This is an optimization exercise on Yosys and OpenROAD, whose aim is small area, not a production implementation. Where RTL was checked, it was by simulation tests only, not by an equivalence proof against the original. Function not checked in run 2: the RTL went through the layout flow alone. Power is estimated from default activity; no workload was simulated.

**config.mk**
```make
export PLATFORM = sky130hd
export DESIGN_NAME = Median_Finder_9inputs_8bits
export DESIGN_NICKNAME = Median_Finder_9inputs_8bits
export VERILOG_FILES = /design/flow/design.v
export SDC_FILE = /design/flow/constraint.sdc
export NUM_CORES = 4
export LEC_CHECK = 0
export ABC_AREA = 1
export CAP_MARGIN = 20
export CORE_MARGIN = 2
export CORE_UTILIZATION = 40
export CTS_BUF_LIST = sky130_fd_sc_hd__clkbuf_8
export GPL_TIMING_DRIVEN = 0
export SLEW_MARGIN = 20
```
**flow/make_vars.txt**
```
# extra make variables for the layout, one per line
BUFFER_PORTS_ARGS=-buffer_cell sky130_fd_sc_hd__buf_1
CTS_ARGS=-sink_clustering_enable -repair_clock_nets -root_buf sky130_fd_sc_hd__clkbuf_8 -buf_list sky130_fd_sc_hd__clkbuf_4 -dont_use_dummy_load
```
**constraint.sdc**
```tcl
create_clock -name core_clock -period 2.5 [get_ports {clk}]
set_input_delay 0.5000 -clock core_clock [delete_from_list [all_inputs] [get_ports {clk}]]
set_output_delay 0.5000 -clock core_clock [all_outputs]
set_load 0.01 [all_outputs]
```
**flow/abc.script**
```
strash
dch
map -D 2000
topo
stime -c
buffer -c
upsize -D 2000 -c
dnsize -D 2000 -c
```
**design.v**
```verilog
module Median_Finder_9inputs_8bits(
    output wire [7:0] median_pixel,
    output wire       out_valid,
    input  wire [7:0] pixel0, pixel1, pixel2,
    input  wire [7:0] pixel3, pixel4, pixel5,
    input  wire [7:0] pixel6, pixel7, pixel8,
    input  wire       in_valid,
    input  wire       rst,
    input  wire       clk
);
    reg [2:0] valid_q;
    always @(posedge clk) begin
        if (rst) valid_q <= 3'b0;
        else     valid_q <= {valid_q[1:0], in_valid};
    end
    assign out_valid = valid_q[2];
    wire [7:0] x0_0 = pixel0, x0_1 = pixel1, x0_2 = pixel2;
    wire [7:0] x0_3 = pixel3, x0_4 = pixel4, x0_5 = pixel5;
    wire [7:0] x0_6 = pixel6, x0_7 = pixel7, x0_8 = pixel8;
    wire [2:0] d0_0 = x0_0[7:5];
    wire [2:0] d0_1 = x0_1[7:5];
    wire [2:0] d0_2 = x0_2[7:5];
    wire [2:0] d0_3 = x0_3[7:5];
    wire [2:0] d0_4 = x0_4[7:5];
    wire [2:0] d0_5 = x0_5[7:5];
    wire [2:0] d0_6 = x0_6[7:5];
    wire [2:0] d0_7 = x0_7[7:5];
    wire [2:0] d0_8 = x0_8[7:5];
    wire c0_1 = maj9({(d0_8[2] | (d0_8[1] | d0_8[0])), (d0_7[2] | (d0_7[1] | d0_7[0])), (d0_6[2] | (d0_6[1] | d0_6[0])), (d0_5[2] | (d0_5[1] | d0_5[0])), (d0_4[2] | (d0_4[1] | d0_4[0])), (d0_3[2] | (d0_3[1] | d0_3[0])), (d0_2[2] | (d0_2[1] | d0_2[0])), (d0_1[2] | (d0_1[1] | d0_1[0])), (d0_0[2] | (d0_0[1] | d0_0[0]))});
    wire c0_2 = maj9({(d0_8[2] | d0_8[1]), (d0_7[2] | d0_7[1]), (d0_6[2] | d0_6[1]), (d0_5[2] | d0_5[1]), (d0_4[2] | d0_4[1]), (d0_3[2] | d0_3[1]), (d0_2[2] | d0_2[1]), (d0_1[2] | d0_1[1]), (d0_0[2] | d0_0[1])});
    wire c0_3 = maj9({(d0_8[2] | (d0_8[1] & d0_8[0])), (d0_7[2] | (d0_7[1] & d0_7[0])), (d0_6[2] | (d0_6[1] & d0_6[0])), (d0_5[2] | (d0_5[1] & d0_5[0])), (d0_4[2] | (d0_4[1] & d0_4[0])), (d0_3[2] | (d0_3[1] & d0_3[0])), (d0_2[2] | (d0_2[1] & d0_2[0])), (d0_1[2] | (d0_1[1] & d0_1[0])), (d0_0[2] | (d0_0[1] & d0_0[0]))});
    wire c0_4 = maj9({d0_8[2], d0_7[2], d0_6[2], d0_5[2], d0_4[2], d0_3[2], d0_2[2], d0_1[2], d0_0[2]});
    wire c0_5 = maj9({(d0_8[2] & (d0_8[1] | d0_8[0])), (d0_7[2] & (d0_7[1] | d0_7[0])), (d0_6[2] & (d0_6[1] | d0_6[0])), (d0_5[2] & (d0_5[1] | d0_5[0])), (d0_4[2] & (d0_4[1] | d0_4[0])), (d0_3[2] & (d0_3[1] | d0_3[0])), (d0_2[2] & (d0_2[1] | d0_2[0])), (d0_1[2] & (d0_1[1] | d0_1[0])), (d0_0[2] & (d0_0[1] | d0_0[0]))});
    wire c0_6 = maj9({(d0_8[2] & d0_8[1]), (d0_7[2] & d0_7[1]), (d0_6[2] & d0_6[1]), (d0_5[2] & d0_5[1]), (d0_4[2] & d0_4[1]), (d0_3[2] & d0_3[1]), (d0_2[2] & d0_2[1]), (d0_1[2] & d0_1[1]), (d0_0[2] & d0_0[1])});
    wire c0_7 = maj9({(d0_8[2] & (d0_8[1] & d0_8[0])), (d0_7[2] & (d0_7[1] & d0_7[0])), (d0_6[2] & (d0_6[1] & d0_6[0])), (d0_5[2] & (d0_5[1] & d0_5[0])), (d0_4[2] & (d0_4[1] & d0_4[0])), (d0_3[2] & (d0_3[1] & d0_3[0])), (d0_2[2] & (d0_2[1] & d0_2[0])), (d0_1[2] & (d0_1[1] & d0_1[0])), (d0_0[2] & (d0_0[1] & d0_0[0]))});
    wire [2:0] D0;
    assign D0[2] = c0_4;
    assign D0[1] = (D0[2] ? c0_6 : c0_2);
    assign D0[0] = (D0[2] ? (D0[1] ? c0_7 : c0_5) : (D0[1] ? c0_3 : c0_1));
    reg [4:0] xr1_0, xr1_1, xr1_2, xr1_3, xr1_4, xr1_5, xr1_6, xr1_7, xr1_8;
    wire gt0_0 = (((d0_0[2] & ~D0[2]) | (~(~d0_0[2] & D0[2]) & d0_0[1] & ~D0[1])) | (~((~d0_0[2] & D0[2]) | (~(d0_0[2] & ~D0[2]) & ~d0_0[1] & D0[1])) & d0_0[0] & ~D0[0]));
    wire lt0_0 = (((~d0_0[2] & D0[2]) | (~(d0_0[2] & ~D0[2]) & ~d0_0[1] & D0[1])) | (~((d0_0[2] & ~D0[2]) | (~(~d0_0[2] & D0[2]) & d0_0[1] & ~D0[1])) & ~d0_0[0] & D0[0]));
    wire [4:0] x1_0 = ~xr1_0;
    wire gt0_1 = (((d0_1[2] & ~D0[2]) | (~(~d0_1[2] & D0[2]) & d0_1[1] & ~D0[1])) | (~((~d0_1[2] & D0[2]) | (~(d0_1[2] & ~D0[2]) & ~d0_1[1] & D0[1])) & d0_1[0] & ~D0[0]));
    wire lt0_1 = (((~d0_1[2] & D0[2]) | (~(d0_1[2] & ~D0[2]) & ~d0_1[1] & D0[1])) | (~((d0_1[2] & ~D0[2]) | (~(~d0_1[2] & D0[2]) & d0_1[1] & ~D0[1])) & ~d0_1[0] & D0[0]));
    wire [4:0] x1_1 = ~xr1_1;
    wire gt0_2 = (((d0_2[2] & ~D0[2]) | (~(~d0_2[2] & D0[2]) & d0_2[1] & ~D0[1])) | (~((~d0_2[2] & D0[2]) | (~(d0_2[2] & ~D0[2]) & ~d0_2[1] & D0[1])) & d0_2[0] & ~D0[0]));
    wire lt0_2 = (((~d0_2[2] & D0[2]) | (~(d0_2[2] & ~D0[2]) & ~d0_2[1] & D0[1])) | (~((d0_2[2] & ~D0[2]) | (~(~d0_2[2] & D0[2]) & d0_2[1] & ~D0[1])) & ~d0_2[0] & D0[0]));
    wire [4:0] x1_2 = ~xr1_2;
    wire gt0_3 = (((d0_3[2] & ~D0[2]) | (~(~d0_3[2] & D0[2]) & d0_3[1] & ~D0[1])) | (~((~d0_3[2] & D0[2]) | (~(d0_3[2] & ~D0[2]) & ~d0_3[1] & D0[1])) & d0_3[0] & ~D0[0]));
    wire lt0_3 = (((~d0_3[2] & D0[2]) | (~(d0_3[2] & ~D0[2]) & ~d0_3[1] & D0[1])) | (~((d0_3[2] & ~D0[2]) | (~(~d0_3[2] & D0[2]) & d0_3[1] & ~D0[1])) & ~d0_3[0] & D0[0]));
    wire [4:0] x1_3 = ~xr1_3;
    wire gt0_4 = (((d0_4[2] & ~D0[2]) | (~(~d0_4[2] & D0[2]) & d0_4[1] & ~D0[1])) | (~((~d0_4[2] & D0[2]) | (~(d0_4[2] & ~D0[2]) & ~d0_4[1] & D0[1])) & d0_4[0] & ~D0[0]));
    wire lt0_4 = (((~d0_4[2] & D0[2]) | (~(d0_4[2] & ~D0[2]) & ~d0_4[1] & D0[1])) | (~((d0_4[2] & ~D0[2]) | (~(~d0_4[2] & D0[2]) & d0_4[1] & ~D0[1])) & ~d0_4[0] & D0[0]));
    wire [4:0] x1_4 = ~xr1_4;
    wire gt0_5 = (((d0_5[2] & ~D0[2]) | (~(~d0_5[2] & D0[2]) & d0_5[1] & ~D0[1])) | (~((~d0_5[2] & D0[2]) | (~(d0_5[2] & ~D0[2]) & ~d0_5[1] & D0[1])) & d0_5[0] & ~D0[0]));
    wire lt0_5 = (((~d0_5[2] & D0[2]) | (~(d0_5[2] & ~D0[2]) & ~d0_5[1] & D0[1])) | (~((d0_5[2] & ~D0[2]) | (~(~d0_5[2] & D0[2]) & d0_5[1] & ~D0[1])) & ~d0_5[0] & D0[0]));
    wire [4:0] x1_5 = ~xr1_5;
    wire gt0_6 = (((d0_6[2] & ~D0[2]) | (~(~d0_6[2] & D0[2]) & d0_6[1] & ~D0[1])) | (~((~d0_6[2] & D0[2]) | (~(d0_6[2] & ~D0[2]) & ~d0_6[1] & D0[1])) & d0_6[0] & ~D0[0]));
    wire lt0_6 = (((~d0_6[2] & D0[2]) | (~(d0_6[2] & ~D0[2]) & ~d0_6[1] & D0[1])) | (~((d0_6[2] & ~D0[2]) | (~(~d0_6[2] & D0[2]) & d0_6[1] & ~D0[1])) & ~d0_6[0] & D0[0]));
    wire [4:0] x1_6 = ~xr1_6;
    wire gt0_7 = (((d0_7[2] & ~D0[2]) | (~(~d0_7[2] & D0[2]) & d0_7[1] & ~D0[1])) | (~((~d0_7[2] & D0[2]) | (~(d0_7[2] & ~D0[2]) & ~d0_7[1] & D0[1])) & d0_7[0] & ~D0[0]));
    wire lt0_7 = (((~d0_7[2] & D0[2]) | (~(d0_7[2] & ~D0[2]) & ~d0_7[1] & D0[1])) | (~((d0_7[2] & ~D0[2]) | (~(~d0_7[2] & D0[2]) & d0_7[1] & ~D0[1])) & ~d0_7[0] & D0[0]));
    wire [4:0] x1_7 = ~xr1_7;
    wire gt0_8 = (((d0_8[2] & ~D0[2]) | (~(~d0_8[2] & D0[2]) & d0_8[1] & ~D0[1])) | (~((~d0_8[2] & D0[2]) | (~(d0_8[2] & ~D0[2]) & ~d0_8[1] & D0[1])) & d0_8[0] & ~D0[0]));
    wire lt0_8 = (((~d0_8[2] & D0[2]) | (~(d0_8[2] & ~D0[2]) & ~d0_8[1] & D0[1])) | (~((d0_8[2] & ~D0[2]) | (~(~d0_8[2] & D0[2]) & d0_8[1] & ~D0[1])) & ~d0_8[0] & D0[0]));
    wire [4:0] x1_8 = ~xr1_8;
    always @(posedge clk) begin
        xr1_0 <= ~(({5{gt0_0}} | x0_0[4:0]) & ~{5{lt0_0}});
        xr1_1 <= ~(({5{gt0_1}} | x0_1[4:0]) & ~{5{lt0_1}});
        xr1_2 <= ~(({5{gt0_2}} | x0_2[4:0]) & ~{5{lt0_2}});
        xr1_3 <= ~(({5{gt0_3}} | x0_3[4:0]) & ~{5{lt0_3}});
        xr1_4 <= ~(({5{gt0_4}} | x0_4[4:0]) & ~{5{lt0_4}});
        xr1_5 <= ~(({5{gt0_5}} | x0_5[4:0]) & ~{5{lt0_5}});
        xr1_6 <= ~(({5{gt0_6}} | x0_6[4:0]) & ~{5{lt0_6}});
        xr1_7 <= ~(({5{gt0_7}} | x0_7[4:0]) & ~{5{lt0_7}});
        xr1_8 <= ~(({5{gt0_8}} | x0_8[4:0]) & ~{5{lt0_8}});
    end
    reg [2:0] mr0;
    always @(posedge clk) mr0 <= D0;
    wire [1:0] d1_0 = x1_0[4:3];
    wire [1:0] d1_1 = x1_1[4:3];
    wire [1:0] d1_2 = x1_2[4:3];
    wire [1:0] d1_3 = x1_3[4:3];
    wire [1:0] d1_4 = x1_4[4:3];
    wire [1:0] d1_5 = x1_5[4:3];
    wire [1:0] d1_6 = x1_6[4:3];
    wire [1:0] d1_7 = x1_7[4:3];
    wire [1:0] d1_8 = x1_8[4:3];
    wire c1_1 = maj9({(d1_8[1] | d1_8[0]), (d1_7[1] | d1_7[0]), (d1_6[1] | d1_6[0]), (d1_5[1] | d1_5[0]), (d1_4[1] | d1_4[0]), (d1_3[1] | d1_3[0]), (d1_2[1] | d1_2[0]), (d1_1[1] | d1_1[0]), (d1_0[1] | d1_0[0])});
    wire c1_2 = maj9({d1_8[1], d1_7[1], d1_6[1], d1_5[1], d1_4[1], d1_3[1], d1_2[1], d1_1[1], d1_0[1]});
    wire c1_3 = maj9({(d1_8[1] & d1_8[0]), (d1_7[1] & d1_7[0]), (d1_6[1] & d1_6[0]), (d1_5[1] & d1_5[0]), (d1_4[1] & d1_4[0]), (d1_3[1] & d1_3[0]), (d1_2[1] & d1_2[0]), (d1_1[1] & d1_1[0]), (d1_0[1] & d1_0[0])});
    wire [1:0] D1;
    assign D1[1] = c1_2;
    assign D1[0] = (D1[1] ? c1_3 : c1_1);
    reg [2:0] xr2_0, xr2_1, xr2_2, xr2_3, xr2_4, xr2_5, xr2_6, xr2_7, xr2_8;
    wire gt1_0 = ((d1_0[1] & ~D1[1]) | (~(~d1_0[1] & D1[1]) & d1_0[0] & ~D1[0]));
    wire lt1_0 = ((~d1_0[1] & D1[1]) | (~(d1_0[1] & ~D1[1]) & ~d1_0[0] & D1[0]));
    wire [2:0] x2_0 = xr2_0;
    wire gt1_1 = ((d1_1[1] & ~D1[1]) | (~(~d1_1[1] & D1[1]) & d1_1[0] & ~D1[0]));
    wire lt1_1 = ((~d1_1[1] & D1[1]) | (~(d1_1[1] & ~D1[1]) & ~d1_1[0] & D1[0]));
    wire [2:0] x2_1 = xr2_1;
    wire gt1_2 = ((d1_2[1] & ~D1[1]) | (~(~d1_2[1] & D1[1]) & d1_2[0] & ~D1[0]));
    wire lt1_2 = ((~d1_2[1] & D1[1]) | (~(d1_2[1] & ~D1[1]) & ~d1_2[0] & D1[0]));
    wire [2:0] x2_2 = xr2_2;
    wire gt1_3 = ((d1_3[1] & ~D1[1]) | (~(~d1_3[1] & D1[1]) & d1_3[0] & ~D1[0]));
    wire lt1_3 = ((~d1_3[1] & D1[1]) | (~(d1_3[1] & ~D1[1]) & ~d1_3[0] & D1[0]));
    wire [2:0] x2_3 = xr2_3;
    wire gt1_4 = ((d1_4[1] & ~D1[1]) | (~(~d1_4[1] & D1[1]) & d1_4[0] & ~D1[0]));
    wire lt1_4 = ((~d1_4[1] & D1[1]) | (~(d1_4[1] & ~D1[1]) & ~d1_4[0] & D1[0]));
    wire [2:0] x2_4 = xr2_4;
    wire gt1_5 = ((d1_5[1] & ~D1[1]) | (~(~d1_5[1] & D1[1]) & d1_5[0] & ~D1[0]));
    wire lt1_5 = ((~d1_5[1] & D1[1]) | (~(d1_5[1] & ~D1[1]) & ~d1_5[0] & D1[0]));
    wire [2:0] x2_5 = xr2_5;
    wire gt1_6 = ((d1_6[1] & ~D1[1]) | (~(~d1_6[1] & D1[1]) & d1_6[0] & ~D1[0]));
    wire lt1_6 = ((~d1_6[1] & D1[1]) | (~(d1_6[1] & ~D1[1]) & ~d1_6[0] & D1[0]));
    wire [2:0] x2_6 = xr2_6;
    wire gt1_7 = ((d1_7[1] & ~D1[1]) | (~(~d1_7[1] & D1[1]) & d1_7[0] & ~D1[0]));
    wire lt1_7 = ((~d1_7[1] & D1[1]) | (~(d1_7[1] & ~D1[1]) & ~d1_7[0] & D1[0]));
    wire [2:0] x2_7 = xr2_7;
    wire gt1_8 = ((d1_8[1] & ~D1[1]) | (~(~d1_8[1] & D1[1]) & d1_8[0] & ~D1[0]));
    wire lt1_8 = ((~d1_8[1] & D1[1]) | (~(d1_8[1] & ~D1[1]) & ~d1_8[0] & D1[0]));
    wire [2:0] x2_8 = xr2_8;
    always @(posedge clk) begin
        xr2_0 <= (({3{gt1_0}} | x1_0[2:0]) & ~{3{lt1_0}});
        xr2_1 <= (({3{gt1_1}} | x1_1[2:0]) & ~{3{lt1_1}});
        xr2_2 <= (({3{gt1_2}} | x1_2[2:0]) & ~{3{lt1_2}});
        xr2_3 <= (({3{gt1_3}} | x1_3[2:0]) & ~{3{lt1_3}});
        xr2_4 <= (({3{gt1_4}} | x1_4[2:0]) & ~{3{lt1_4}});
        xr2_5 <= (({3{gt1_5}} | x1_5[2:0]) & ~{3{lt1_5}});
        xr2_6 <= (({3{gt1_6}} | x1_6[2:0]) & ~{3{lt1_6}});
        xr2_7 <= (({3{gt1_7}} | x1_7[2:0]) & ~{3{lt1_7}});
        xr2_8 <= (({3{gt1_8}} | x1_8[2:0]) & ~{3{lt1_8}});
    end
    reg [4:0] mr1;
    always @(posedge clk) mr1 <= {mr0, D1};
    wire [1:0] d2_0 = x2_0[2:1];
    wire [1:0] d2_1 = x2_1[2:1];
    wire [1:0] d2_2 = x2_2[2:1];
    wire [1:0] d2_3 = x2_3[2:1];
    wire [1:0] d2_4 = x2_4[2:1];
    wire [1:0] d2_5 = x2_5[2:1];
    wire [1:0] d2_6 = x2_6[2:1];
    wire [1:0] d2_7 = x2_7[2:1];
    wire [1:0] d2_8 = x2_8[2:1];
    wire c2_1 = maj9({(d2_8[1] | d2_8[0]), (d2_7[1] | d2_7[0]), (d2_6[1] | d2_6[0]), (d2_5[1] | d2_5[0]), (d2_4[1] | d2_4[0]), (d2_3[1] | d2_3[0]), (d2_2[1] | d2_2[0]), (d2_1[1] | d2_1[0]), (d2_0[1] | d2_0[0])});
    wire c2_2 = maj9({d2_8[1], d2_7[1], d2_6[1], d2_5[1], d2_4[1], d2_3[1], d2_2[1], d2_1[1], d2_0[1]});
    wire c2_3 = maj9({(d2_8[1] & d2_8[0]), (d2_7[1] & d2_7[0]), (d2_6[1] & d2_6[0]), (d2_5[1] & d2_5[0]), (d2_4[1] & d2_4[0]), (d2_3[1] & d2_3[0]), (d2_2[1] & d2_2[0]), (d2_1[1] & d2_1[0]), (d2_0[1] & d2_0[0])});
    wire [1:0] D2;
    assign D2[1] = c2_2;
    assign D2[0] = (D2[1] ? c2_3 : c2_1);
    reg [0:0] xr3_0, xr3_1, xr3_2, xr3_3, xr3_4, xr3_5, xr3_6, xr3_7, xr3_8;
    wire gt2_0 = ((d2_0[1] & ~D2[1]) | (~(~d2_0[1] & D2[1]) & d2_0[0] & ~D2[0]));
    wire lt2_0 = ((~d2_0[1] & D2[1]) | (~(d2_0[1] & ~D2[1]) & ~d2_0[0] & D2[0]));
    wire [0:0] x3_0 = ~xr3_0;
    wire gt2_1 = ((d2_1[1] & ~D2[1]) | (~(~d2_1[1] & D2[1]) & d2_1[0] & ~D2[0]));
    wire lt2_1 = ((~d2_1[1] & D2[1]) | (~(d2_1[1] & ~D2[1]) & ~d2_1[0] & D2[0]));
    wire [0:0] x3_1 = ~xr3_1;
    wire gt2_2 = ((d2_2[1] & ~D2[1]) | (~(~d2_2[1] & D2[1]) & d2_2[0] & ~D2[0]));
    wire lt2_2 = ((~d2_2[1] & D2[1]) | (~(d2_2[1] & ~D2[1]) & ~d2_2[0] & D2[0]));
    wire [0:0] x3_2 = ~xr3_2;
    wire gt2_3 = ((d2_3[1] & ~D2[1]) | (~(~d2_3[1] & D2[1]) & d2_3[0] & ~D2[0]));
    wire lt2_3 = ((~d2_3[1] & D2[1]) | (~(d2_3[1] & ~D2[1]) & ~d2_3[0] & D2[0]));
    wire [0:0] x3_3 = ~xr3_3;
    wire gt2_4 = ((d2_4[1] & ~D2[1]) | (~(~d2_4[1] & D2[1]) & d2_4[0] & ~D2[0]));
    wire lt2_4 = ((~d2_4[1] & D2[1]) | (~(d2_4[1] & ~D2[1]) & ~d2_4[0] & D2[0]));
    wire [0:0] x3_4 = ~xr3_4;
    wire gt2_5 = ((d2_5[1] & ~D2[1]) | (~(~d2_5[1] & D2[1]) & d2_5[0] & ~D2[0]));
    wire lt2_5 = ((~d2_5[1] & D2[1]) | (~(d2_5[1] & ~D2[1]) & ~d2_5[0] & D2[0]));
    wire [0:0] x3_5 = ~xr3_5;
    wire gt2_6 = ((d2_6[1] & ~D2[1]) | (~(~d2_6[1] & D2[1]) & d2_6[0] & ~D2[0]));
    wire lt2_6 = ((~d2_6[1] & D2[1]) | (~(d2_6[1] & ~D2[1]) & ~d2_6[0] & D2[0]));
    wire [0:0] x3_6 = ~xr3_6;
    wire gt2_7 = ((d2_7[1] & ~D2[1]) | (~(~d2_7[1] & D2[1]) & d2_7[0] & ~D2[0]));
    wire lt2_7 = ((~d2_7[1] & D2[1]) | (~(d2_7[1] & ~D2[1]) & ~d2_7[0] & D2[0]));
    wire [0:0] x3_7 = ~xr3_7;
    wire gt2_8 = ((d2_8[1] & ~D2[1]) | (~(~d2_8[1] & D2[1]) & d2_8[0] & ~D2[0]));
    wire lt2_8 = ((~d2_8[1] & D2[1]) | (~(d2_8[1] & ~D2[1]) & ~d2_8[0] & D2[0]));
    wire [0:0] x3_8 = ~xr3_8;
    always @(posedge clk) begin
        xr3_0 <= ~(({1{gt2_0}} | x2_0[0:0]) & ~{1{lt2_0}});
        xr3_1 <= ~(({1{gt2_1}} | x2_1[0:0]) & ~{1{lt2_1}});
        xr3_2 <= ~(({1{gt2_2}} | x2_2[0:0]) & ~{1{lt2_2}});
        xr3_3 <= ~(({1{gt2_3}} | x2_3[0:0]) & ~{1{lt2_3}});
        xr3_4 <= ~(({1{gt2_4}} | x2_4[0:0]) & ~{1{lt2_4}});
        xr3_5 <= ~(({1{gt2_5}} | x2_5[0:0]) & ~{1{lt2_5}});
        xr3_6 <= ~(({1{gt2_6}} | x2_6[0:0]) & ~{1{lt2_6}});
        xr3_7 <= ~(({1{gt2_7}} | x2_7[0:0]) & ~{1{lt2_7}});
        xr3_8 <= ~(({1{gt2_8}} | x2_8[0:0]) & ~{1{lt2_8}});
    end
    reg [6:0] mr2;
    always @(posedge clk) mr2 <= {mr1, D2};
    wire [0:0] d3_0 = x3_0[0:0];
    wire [0:0] d3_1 = x3_1[0:0];
    wire [0:0] d3_2 = x3_2[0:0];
    wire [0:0] d3_3 = x3_3[0:0];
    wire [0:0] d3_4 = x3_4[0:0];
    wire [0:0] d3_5 = x3_5[0:0];
    wire [0:0] d3_6 = x3_6[0:0];
    wire [0:0] d3_7 = x3_7[0:0];
    wire [0:0] d3_8 = x3_8[0:0];
    wire c3_1 = maj9({d3_8[0], d3_7[0], d3_6[0], d3_5[0], d3_4[0], d3_3[0], d3_2[0], d3_1[0], d3_0[0]});
    wire [0:0] D3;
    assign D3[0] = c3_1;
    assign median_pixel = {mr2, D3};
    function maj9(input [8:0] v);
        begin
            maj9 = maj3((&v[2:0]) | (&v[5:3]) | (&v[8:6]),
                        (|v[2:0]) & (|v[5:3]) & (|v[8:6]),
                        maj3(maj3(v[0], v[1], v[2]), maj3(v[3], v[4], v[5]),
                             maj3(v[6], v[7], v[8])));
        end
    endfunction
    function maj3(input a, input b, input c);
        maj3 = (a & b) | (b & c) | (a & c);
    endfunction
endmodule
```
**flow/run.sh**
```bash
#!/bin/bash
# Own layout flow: the standard flow, with these changes:
#  - synthesis maps the logic with the ABC script in flow/abc.script (a
#    mapping to a 2 ns delay target with area recovery) instead of ORFS's;
#    the rest of the standard synthesis (synth_recipe.tcl) is unchanged, so
#    registers keep their names;
#  - flow/make_vars.txt adds make variables to the layout steps (one per
#    line): the cell buffer_ports puts on every port (a small plain buffer
#    instead of the default delay cell) and the clock tree options (small
#    clock buffers, no dummy loads).
# Each tool's output goes to a log file in the folder this runs in.
set -euo pipefail
W=$PWD
F=$W/flow
sed 's|log_cmd abc {\*}\$abc_args|log_cmd abc {*}[lreplace $abc_args 1 1 '"$F"'/abc.script]|' \
    "$FLOW_HOME/scripts/synth.tcl" > "$W/own_synth_core.tcl"
grep -q "$F/abc.script" "$W/own_synth_core.tcl"
sed "s|source \$::env(SCRIPTS_DIR)/synth.tcl|source $W/own_synth_core.tcl|" \
    "$W/synth_recipe.tcl" > "$W/own_synth.tcl"
grep -q "own_synth_core.tcl" "$W/own_synth.tcl"
bash "$W/standard.sh" "SYNTH_SCRIPT=$W/own_synth.tcl" synth > "$W/own_synth.log" 2>&1
EXTRA=()
while read -r line; do
    [[ -z "$line" || "$line" == \#* ]] || EXTRA+=("$line")
done < "$F/make_vars.txt"
bash "$W/standard.sh" "${EXTRA[@]}" finish > "$W/own_layout.log" 2>&1
```
**standard.sh**
```bash
#!/bin/bash
# synth_recipe.tcl (not shown) runs the flow's synth.tcl, then flattens the netlist and writes it again
# the make line also repeats each setting of config.mk as NAME=value (left out here)
make -C /OpenROAD-flow-scripts/flow DESIGN_CONFIG=/design/flow/config.mk WORK_HOME=/design/flow/orfs CLKGATE_MAP_FILE= SYNTH_SCRIPT=/design/flow/synth_recipe.tcl "${@:-finish}"
```
==> results of run 1 <==
-- path summary, 6_finish.rpt --
kind	from	endpoint	slack (ns)
max	pixel8[7]	xr1_7[4]	0.04
min	pixel1[2]	xr1_1[2]	0.30
max reg2reg	xr1_1[4]	xr2_8[0]	0.21
min reg2reg	mr0[0]	mr1[2]	0.32
-- critical path, cell delays in order --
cell       delay [ns]
buf_2            0.14
inv_2            0.13
a21oi_1          0.09
maj3_1           0.37
maj3_1           0.33
maj3_1           0.40
o21ai_4          0.10
nand2_4          0.10
clkbuf_16        0.19
o21ai_4          0.21
o21ai_0          0.10
-- synth_stat cells (6+ instances only) --
library cell  number  area (µm²)
a21oi_1           94         470
a221oi_1           7        61.3
a22oi_1            8        60.1
a31oi_1           14        87.6
dfxtp_1           99        1980
inv_1             84         315
maj3_1            13         130
nand2_1          103         387
nand3_1           12        60.1
nor2_1           152         571
nor3_1            20         100
o21a_1            12        90.1
o21ai_0           81         405
o21ai_2            9        78.8
o22ai_1            6        37.5
o31ai_1           11        82.6
-- power breakdown --
| group | internal, W | switching [W] |
|---|---|---|
| logic | 0.00128 | 0.00227 |
| clock network | 0.000323 | 0.000469 |
| registers | 0.00219 | 0.000402 |
| total | 0.00379 | 0.00315 |
-- through the flow --
step           setup WS [ns]  area, µm²
2_1_floorplan        0.00653       5280
3_3_place_gp          -0.620       5790
3_5_place_dp          -0.676       5790
4_1_cts             -0.00739       6040
5_1_grt              -0.0841       6370
6_report              0.0448       6370
-- flip-flops by register name, summed over array words and instances (netlist names), 5 cells and up --
| register | cells |
|---|---|
| mr1 | 5 |
| mr2 | 7 |
| xr1_0 | 5 |
| xr1_1 | 5 |
| xr1_2 | 5 |
| xr1_3 | 5 |
| xr1_4 | 5 |
| xr1_5 | 5 |
| xr1_6 | 5 |
| xr1_7 | 5 |
| xr1_8 | 5 |
-- cell type report --
type	count	area share
Buffer	13	0.0157
Clock buffer	9	0.0194
Inverter	88	0.0538
Multi-Input combinational cell	577	0.505
Sequential cell	99	0.312
Tap cell	172	0.0338
Timing Repair Buffer	86	0.0603
-- per-layer routing --
layer	share of wire	track usage	wire length, µm	vias to the layer above
li1	-	-	-	2853
met1	0.42	0.256	6680	2608
met2	0.51	0.412	8120	155
met3	0.043	0.0354	690	37
met4	0.034	0.102	549	0
met5	0	0	0	-
-- what timing repair did --
item | CTS | global route
pin swaps | 1 | 8
buffers inserted | 1 | 4
cloned | 0 | 2
setup endpoints to repair | 81 | 81
resized for setup | 30 | 110
-- cell families (layout without fill, tap and decap cells) --
kind of cell | Yosys count | count (layout)
AOI/OAI and AO/OA | 261 | 261
adders and majority gates | 18 | 18
buffers and inverters | 101 | 196
DFF | 99 | 99
and+or+nand+nor | 298 | 298
==> results.toml, run 1 <==
[run_status]
outcome = "timing/DRC/antenna clean"

[clocking]
clk_pin_slew_ns = 0.09
cts_hold_buf = 0
clock-sinks = 99
cts_root_buf = "clkbuf_8"
tritoncts = "built"
cts_buffers = 9
clk_latency_ns = 0.36
htree_levels = 3
cts_buffer_depth = 2

[worst_setup_path]
start_kind = "input port"
r2r_cells = 11
crit_type = "input port to register"
cp.required_ns = 2.73
arrival_ns = 2.69
end_kind = "register"
worstPathMaxFanout = 6

[layout]
final_layout_size_suffix_gt1_frac = 0.151
final_common_cell = "nor2_1"
area_growth_pct = 20.7
regArea_um2 = 1990
most-common-layout-cells = "nor2_1, nand2_1, dfxtp_1, a21oi_1, inv_1"
multiInputGateArea_um2 = 3210
nNetsFinal = 949
fill_cells = 1299
finish.utilization = 0.499
n_antenna_cell = 0
final_cells = 1044

[placement]
dp.cells = 1028
place_congestion = 0.996
portBuffers = 79
hpwl_mm = 12.6

[timing]
hold_slack_ns = 0.298
rsz0062_at_grt = "yes"
worst_slew_pin_slew_ns = 0.495
slew_violations = 0
max_freq_mhz = 407
hold_viol_final = 0
min_period_ns = 2.46
maxSlewHeadroom = 0.668
setup_viol = 0
fin_crit_sh = 0.982
tns_ns = 0
clock_skew_ns = 0.0227

[drt]
antenna_left = 0
drtIter0Drc = 329
vias_per_cell = 5.41
wirelength_mm = 16.0
wl_per_cell_um = 15.4
drc = 0
vias = 5653
dr.pass1.iters = 5

[floorplan]
core_um2 = 12800
chipHeight_um = 119
initial_core_util = 0.413
dieArea_um2 = 14100
io_pins = 84
fp-row-count = 41
dieWidth_um = 119

[yosys]
synth_compound_area_frac = 0.288
syn_area_per_cell_um2 = 6.79
synth-simple-area-share = 0.225
synthArstFlopShare = 0
ys_types = 38
ys_warn_count = 1
synthesis.nets = 852
synth-edff-count = 0
synth.mux.area_fraction = 0
netlist_instances = 777
ys_seq_area_frac = 0.375
synth_fa_ha_area_frac = 0.0353
synth_xor_area_frac = 0
ys.flop_type = "dfxtp_1"
ys_seq_elements = 99
synth_area_um2 = 5280
synth_top_family_by_area = "compound AO/OA/AOI/OAI gates"

[pwr]
p_leak_nw = 2.57
ir_drop_v = 0.000406
power.density_nw_per_um2 = 1090
p_total_w = 0.00694

[run]
drv_cap = 0

[worst_hold_path]
hold_class = "input port to register"
worstHoldPathCells = 2

[global_route]
grt.total_usage = 0.225
grt_pass1_vias = 5474
grt_remaining_overflow = 0
grt_pass1_wl_mm = 25.7
antenna_found_initial = 0
grt_max_degree = 17
==> run 2, diff against run 1 <==
--- a/design.v
+++ b/design.v
@@ -150,55 +150,40 @@
     assign D2[1] = c2_2;
     assign D2[0] = (D2[1] ? c2_3 : c2_1);
-    reg [0:0] xr3_0, xr3_1, xr3_2, xr3_3, xr3_4, xr3_5, xr3_6, xr3_7, xr3_8;
     wire gt2_0 = ((d2_0[1] & ~D2[1]) | (~(~d2_0[1] & D2[1]) & d2_0[0] & ~D2[0]));
     wire lt2_0 = ((~d2_0[1] & D2[1]) | (~(d2_0[1] & ~D2[1]) & ~d2_0[0] & D2[0]));
-    wire [0:0] x3_0 = ~xr3_0;
+    wire [0:0] f2_0 = ({1{gt2_0}} | x2_0[0:0]) & ~{1{lt2_0}};
     wire gt2_1 = ((d2_1[1] & ~D2[1]) | (~(~d2_1[1] & D2[1]) & d2_1[0] & ~D2[0]));
     wire lt2_1 = ((~d2_1[1] & D2[1]) | (~(d2_1[1] & ~D2[1]) & ~d2_1[0] & D2[0]));
-    wire [0:0] x3_1 = ~xr3_1;
+    wire [0:0] f2_1 = ({1{gt2_1}} | x2_1[0:0]) & ~{1{lt2_1}};
     wire gt2_2 = ((d2_2[1] & ~D2[1]) | (~(~d2_2[1] & D2[1]) & d2_2[0] & ~D2[0]));
     wire lt2_2 = ((~d2_2[1] & D2[1]) | (~(d2_2[1] & ~D2[1]) & ~d2_2[0] & D2[0]));
-    wire [0:0] x3_2 = ~xr3_2;
+    wire [0:0] f2_2 = ({1{gt2_2}} | x2_2[0:0]) & ~{1{lt2_2}};
     wire gt2_3 = ((d2_3[1] & ~D2[1]) | (~(~d2_3[1] & D2[1]) & d2_3[0] & ~D2[0]));
     wire lt2_3 = ((~d2_3[1] & D2[1]) | (~(d2_3[1] & ~D2[1]) & ~d2_3[0] & D2[0]));
-    wire [0:0] x3_3 = ~xr3_3;
+    wire [0:0] f2_3 = ({1{gt2_3}} | x2_3[0:0]) & ~{1{lt2_3}};
     wire gt2_4 = ((d2_4[1] & ~D2[1]) | (~(~d2_4[1] & D2[1]) & d2_4[0] & ~D2[0]));
     wire lt2_4 = ((~d2_4[1] & D2[1]) | (~(d2_4[1] & ~D2[1]) & ~d2_4[0] & D2[0]));
-    wire [0:0] x3_4 = ~xr3_4;
+    wire [0:0] f2_4 = ({1{gt2_4}} | x2_4[0:0]) & ~{1{lt2_4}};
     wire gt2_5 = ((d2_5[1] & ~D2[1]) | (~(~d2_5[1] & D2[1]) & d2_5[0] & ~D2[0]));
     wire lt2_5 = ((~d2_5[1] & D2[1]) | (~(d2_5[1] & ~D2[1]) & ~d2_5[0] & D2[0]));
-    wire [0:0] x3_5 = ~xr3_5;
+    wire [0:0] f2_5 = ({1{gt2_5}} | x2_5[0:0]) & ~{1{lt2_5}};
     wire gt2_6 = ((d2_6[1] & ~D2[1]) | (~(~d2_6[1] & D2[1]) & d2_6[0] & ~D2[0]));
     wire lt2_6 = ((~d2_6[1] & D2[1]) | (~(d2_6[1] & ~D2[1]) & ~d2_6[0] & D2[0]));
-    wire [0:0] x3_6 = ~xr3_6;
+    wire [0:0] f2_6 = ({1{gt2_6}} | x2_6[0:0]) & ~{1{lt2_6}};
     wire gt2_7 = ((d2_7[1] & ~D2[1]) | (~(~d2_7[1] & D2[1]) & d2_7[0] & ~D2[0]));
     wire lt2_7 = ((~d2_7[1] & D2[1]) | (~(d2_7[1] & ~D2[1]) & ~d2_7[0] & D2[0]));
-    wire [0:0] x3_7 = ~xr3_7;
+    wire [0:0] f2_7 = ({1{gt2_7}} | x2_7[0:0]) & ~{1{lt2_7}};
     wire gt2_8 = ((d2_8[1] & ~D2[1]) | (~(~d2_8[1] & D2[1]) & d2_8[0] & ~D2[0]));
     wire lt2_8 = ((~d2_8[1] & D2[1]) | (~(d2_8[1] & ~D2[1]) & ~d2_8[0] & D2[0]));
-    wire [0:0] x3_8 = ~xr3_8;
-    always @(posedge clk) begin
-        xr3_0 <= ~(({1{gt2_0}} | x2_0[0:0]) & ~{1{lt2_0}});
-        xr3_1 <= ~(({1{gt2_1}} | x2_1[0:0]) & ~{1{lt2_1}});
-        xr3_2 <= ~(({1{gt2_2}} | x2_2[0:0]) & ~{1{lt2_2}});
-        xr3_3 <= ~(({1{gt2_3}} | x2_3[0:0]) & ~{1{lt2_3}});
-        xr3_4 <= ~(({1{gt2_4}} | x2_4[0:0]) & ~{1{lt2_4}});
-        xr3_5 <= ~(({1{gt2_5}} | x2_5[0:0]) & ~{1{lt2_5}});
-        xr3_6 <= ~(({1{gt2_6}} | x2_6[0:0]) & ~{1{lt2_6}});
-        xr3_7 <= ~(({1{gt2_7}} | x2_7[0:0]) & ~{1{lt2_7}});
-        xr3_8 <= ~(({1{gt2_8}} | x2_8[0:0]) & ~{1{lt2_8}});
-    end
+    wire [0:0] f2_8 = ({1{gt2_8}} | x2_8[0:0]) & ~{1{lt2_8}};
+    wire [8:0] v_1 = {f2_8[0], f2_7[0], f2_6[0], f2_5[0], f2_4[0], f2_3[0], f2_2[0], f2_1[0], f2_0[0]};
+    reg  [2:0] pr_1;
+    always @(posedge clk) pr_1 <= {(&v_1[2:0]) | (&v_1[5:3]) | (&v_1[8:6]),
+                              (|v_1[2:0]) & (|v_1[5:3]) & (|v_1[8:6]),
+                              maj3(maj3(v_1[0], v_1[1], v_1[2]), maj3(v_1[3], v_1[4], v_1[5]),
+                                   maj3(v_1[6], v_1[7], v_1[8]))};
     reg [6:0] mr2;
     always @(posedge clk) mr2 <= {mr1, D2};
-    wire [0:0] d3_0 = x3_0[0:0];
-    wire [0:0] d3_1 = x3_1[0:0];
-    wire [0:0] d3_2 = x3_2[0:0];
-    wire [0:0] d3_3 = x3_3[0:0];
-    wire [0:0] d3_4 = x3_4[0:0];
-    wire [0:0] d3_5 = x3_5[0:0];
-    wire [0:0] d3_6 = x3_6[0:0];
-    wire [0:0] d3_7 = x3_7[0:0];
-    wire [0:0] d3_8 = x3_8[0:0];
-    wire c3_1 = maj9({d3_8[0], d3_7[0], d3_6[0], d3_5[0], d3_4[0], d3_3[0], d3_2[0], d3_1[0], d3_0[0]});
+    wire c3_1 = maj3(pr_1[2], pr_1[1], pr_1[0]);
     wire [0:0] D3;
     assign D3[0] = c3_1;
==> flow/abc.script (replaced) <==
strash
dch
map -D 1800
topo
stime -c
buffer -c
upsize -D 1800 -c
dnsize -D 1800 -c
==> flow/make_vars.txt (replaced) <==
# extra make variables for the layout, one per line
BUFFER_PORTS_ARGS=-buffer_cell sky130_fd_sc_hd__buf_1
CTS_ARGS=-sink_clustering_enable -repair_clock_nets -buf_list sky130_fd_sc_hd__clkbuf_8 -dont_use_dummy_load
==> run 2 against run 1 <==
Against the previous run: still clean on timing, DRC and antenna; combinational power rose by 36%; register-to-register slack lost 0.11 ns; wire length fell by 4.6%; non-clock buffer count unchanged; worst hold slack got worse by 0.0060 ns; flip-flop and latch count shrank 6; sequential power decreased by 4%; first-iteration DRC count fell by 13%; via count fell by 3.4%; clock skew down 0.0011 ns; largest power group unchanged; highest routed layer unchanged.
==> results.toml, run 2 <==
[run_status]
outcome = "timing/DRC/antenna clean"

[pwr]
power.density_nw_per_um2 = 1240
internal_power_w = 0.00423
power_frac_comb = 0.598
ir_drop_v = 0.000524
clkPwrFrac = 0.095
seqPwrFrac = 0.306
swShare = 0.477
p_switching_w = 0.00386
p_leak_nw = 2.55

[timing]
hold_viol_final = 0
clock_skew_ns = 0.0216
maxSlewHeadroom = 0.673
min_period_ns = 2.42
fin_crit_sh = 0.970
slew_violations = 0
rsz0062_at_grt = "yes"
setup_viol = 0
setup_slack_ns = 0.0756
hold_slack_ns = 0.292
worst_slew_pin_slew_ns = 0.491
max_freq_mhz = 412

[yosys]
ys_seq_area_frac = 0.349
synthArstFlopShare = 0
synth_compound_area_frac = 0.307
synth-simple-area-share = 0.224
ys_seq_elements = 93
synthTopCellsByArea = "dfxtp_1, nor2_1, a21oi_1"
ys.flop_type = "dfxtp_1"
synth_top_cell_area_share = 0.349
synth_xor_area_frac = 0
synth.mux.area_fraction = 0
ys_warn_count = 1
synth_area_um2 = 5340
ys_types = 50
syn_area_per_cell_um2 = 7.00
yosys-top-cells-count = "nor2_1, dfxtp_1, nand2_1"
netlist_instances = 763
synth_top_cell_by_area = "dfxtp_1"
yosysMostFrequentCell = "nor2_1"
synth_top_family_by_area = "compound AO/OA/AOI/OAI gates"
synth-edff-count = 0
synthesis.nets = 838
synth_fa_ha_area_frac = 0.0373

[clocking]
tritoncts = "built"
cts_buffer_depth = 2
clock-sinks = 93
cts_buffers = 9
cts_hold_buf = 0
htree_levels = 3
clk_pin_slew_ns = 0.08
clk_latency_ns = 0.37
cts_root_buf = "clkbuf_8"

[worst_setup_path]
start_kind = "input port"
worstPathMaxFanout = 10
cpMostUsedCell = "maj3_2"
end_kind = "register"
max_stage_delay_ns = 0.29
crit_path_top_delay_cell = "maj3_2"
crit_type = "input port to register"
cp.required_ns = 2.77
path_cells = "clkbuf_2 > inv_1 > nand2_2 > nand2_1 > a21oi_1 > maj3_2 > maj3_2 > and2_4 > inv_2 > buf_8 > o31ai_4 > nand2_4 > inv_4 > o21a_1 > o21ai_1"
arrival_ns = 2.69

[worst_hold_path]
hold_class = "input port to register"

[layout]
nNetsFinal = 938
multiInputGateArea_um2 = 3410
area_growth_pct = 22.0
largest_reg_flops = 7
regArea_um2 = 1880
n_antenna_cell = 0
final_layout_size_suffix_gt1_frac = 0.225
final_area_um2 = 6510
largest-register = "mr2"
fill_cells = 1392
final_common_cell = "nor2_1"
most-common-layout-cells = "nor2_1, dfxtp_1, nand2_1, inv_1, buf_1"

[global_route]
grt.total_usage = 0.209
antenna_found_initial = 0
grt_pass1_vias = 4964
grt_max_degree = 16
grt_remaining_overflow = 0
grt_pass1_wl_mm = 23.7

[floorplan]
core_um2 = 13100
chipHeight_um = 120
dieWidth_um = 120
dieArea_um2 = 14300
fp-row-count = 42
io_pins = 84
initial_core_util = 0.406

[drt]
dr.pass1.iters = 5
wl_per_cell_um = 14.8
antenna_left = 0
drtIter0Drc = 286
wirelength_mm = 15.3
vias = 5462
vias_per_cell = 5.27
drc = 0

[run]
drv_cap = 0

[placement]
placedInstanceArea_um2 = 5870
dp_slack_ns = -0.499
place_congestion = 0.906
portBuffers = 83
hpwl_mm = 12.1
[run 2: changes by cell type after synthesis, sizes merged, moves of 3 or more]
cell | before | now
o211ai | 3 | 0
o21ai | 95 | 106
dfxtp | 99 | 93
nand2 | 104 | 85
inv | 87 | 96
a21oi | 94 | 81
nand3 | 12 | 19
nor3 | 20 | 24
[run 2: final timing paths]
path / from / to / slack (ns) / cells after the start
max reg2reg: xr2_0[2] / pr_1[0] / 0.10 / 15
min: pixel4[4] / xr1_4[4] / 0.29 / 2
max: pixel4[6] / xr1_6[4] / 0.08 / 15
min reg2reg: mr1[2] / mr2[4] / 0.33 / 0
[run 2: metal layers]
layer	wire length (µm)	GRT usage	vias up
li1	-	-	2815
met1	6910	0.263	2498
met2	7520	0.361	126
met3	576	0.0356	23
met4	298	0.0713	0
met5	0	0	-
[run 2: cell type report]
type                       instances  area share
buffer                            10      0.0144
clock buffer                       9      0.0190
inverter                          97      0.0588
multi-input combinational        563       0.524
sequential                        93       0.289
tap                              176      0.0338
timing repair buffer              89      0.0605
[run 2: kinds of logic (layout without fill, tap and decap cells)]
family,after synthesis,after routing
compound gates,260,260
simple gates,284,284
flops,93,93
buf+inv,107,205
fa+ha+maj,19,19
[run 2: metrics by stage]
| step | util | instances | total power, W | setup TNS [ns] |
|---|---|---|---|---|
| 3_5_place_dp | 0.447 | 1022 | 0.00644 | -20.74 |
| 3_3_place_gp | 0.447 | 1022 | 0.00642 | -21.03 |
| 6_report | 0.496 | 1037 | 0.00809 | 0 |
| 2_1_floorplan | - | 763 | 0.00544 | 0 |
| 5_1_grt | 0.496 | 1037 | 0.00873 | -0.136 |
| 4_1_cts | 0.461 | 1031 | 0.00730 | 0 |
[run 2: repair_timing]
action | in CTS | in global routing
gates resized for setup | 21 | 132
pin swaps | 0 | 14
buffers inserted | 0 | 5
cloned | 0 | 1
endpoints found under the setup margin | 65 | 75
hold endpoints to repair | 0 | 0
[run 2: critical path: cells and delay by family]
kind            cells  cell delay [ns]
buf+inv             5             0.59
fa+ha+maj           2             0.57
simple gates        4             0.51
compound gates      4             0.50
[run 2: power groups by stage]
stage          Combinational [W]  Sequential [W]  Clock (W)
2_1_floorplan            0.00310         0.00234          0
3_3_place_gp             0.00397         0.00245          0
3_5_place_dp             0.00399         0.00245          0
4_1_cts                  0.00410         0.00241   0.000789
5_1_grt                  0.00534         0.00254   0.000843
6_report                 0.00484         0.00248   0.000769

==> re-timing with driven ports <==
Ports are ideal in the flow. The routed layouts listed here were re-timed in OpenROAD. Step 1 (the two cells are an assumption about what drives the block):
set clk [get_ports {clk}]
set_driving_cell -lib_cell sky130_fd_sc_hd__clkbuf_16 $clk
set_driving_cell -lib_cell sky130_fd_sc_hd__buf_2 [delete_from_list [all_inputs] $clk]
Step 2 adds t to the input delays and takes it off the output delays; t is the mean of the earliest and latest rising clock arrival at the registers after step 1. Input paths then give back, and output paths get back, about the clock's delay inside the block. a / b / c = no drivers / after step 1 / after step 2; a / b = the first two.
run | shift t [ns] | slack for setup (ns) | hold slack, ns | clock arrival spread, ns
run 1 | 0.389 | 0.045 / 0.062 / -0.327 | 0.298 / 0.286 / 0.316 | 0.024 / 0.024
run 2 | 0.387 | 0.076 / 0.080 / -0.307 | 0.292 / 0.282 / 0.332 | 0.022 / 0.022
With both steps, setup timing fails in run 1 and run 2, where it was met with ideal ports. For run 2, which loses most, drivers alone change the setup slack by +0.004 ns; drivers and shift together by -0.383 ns.
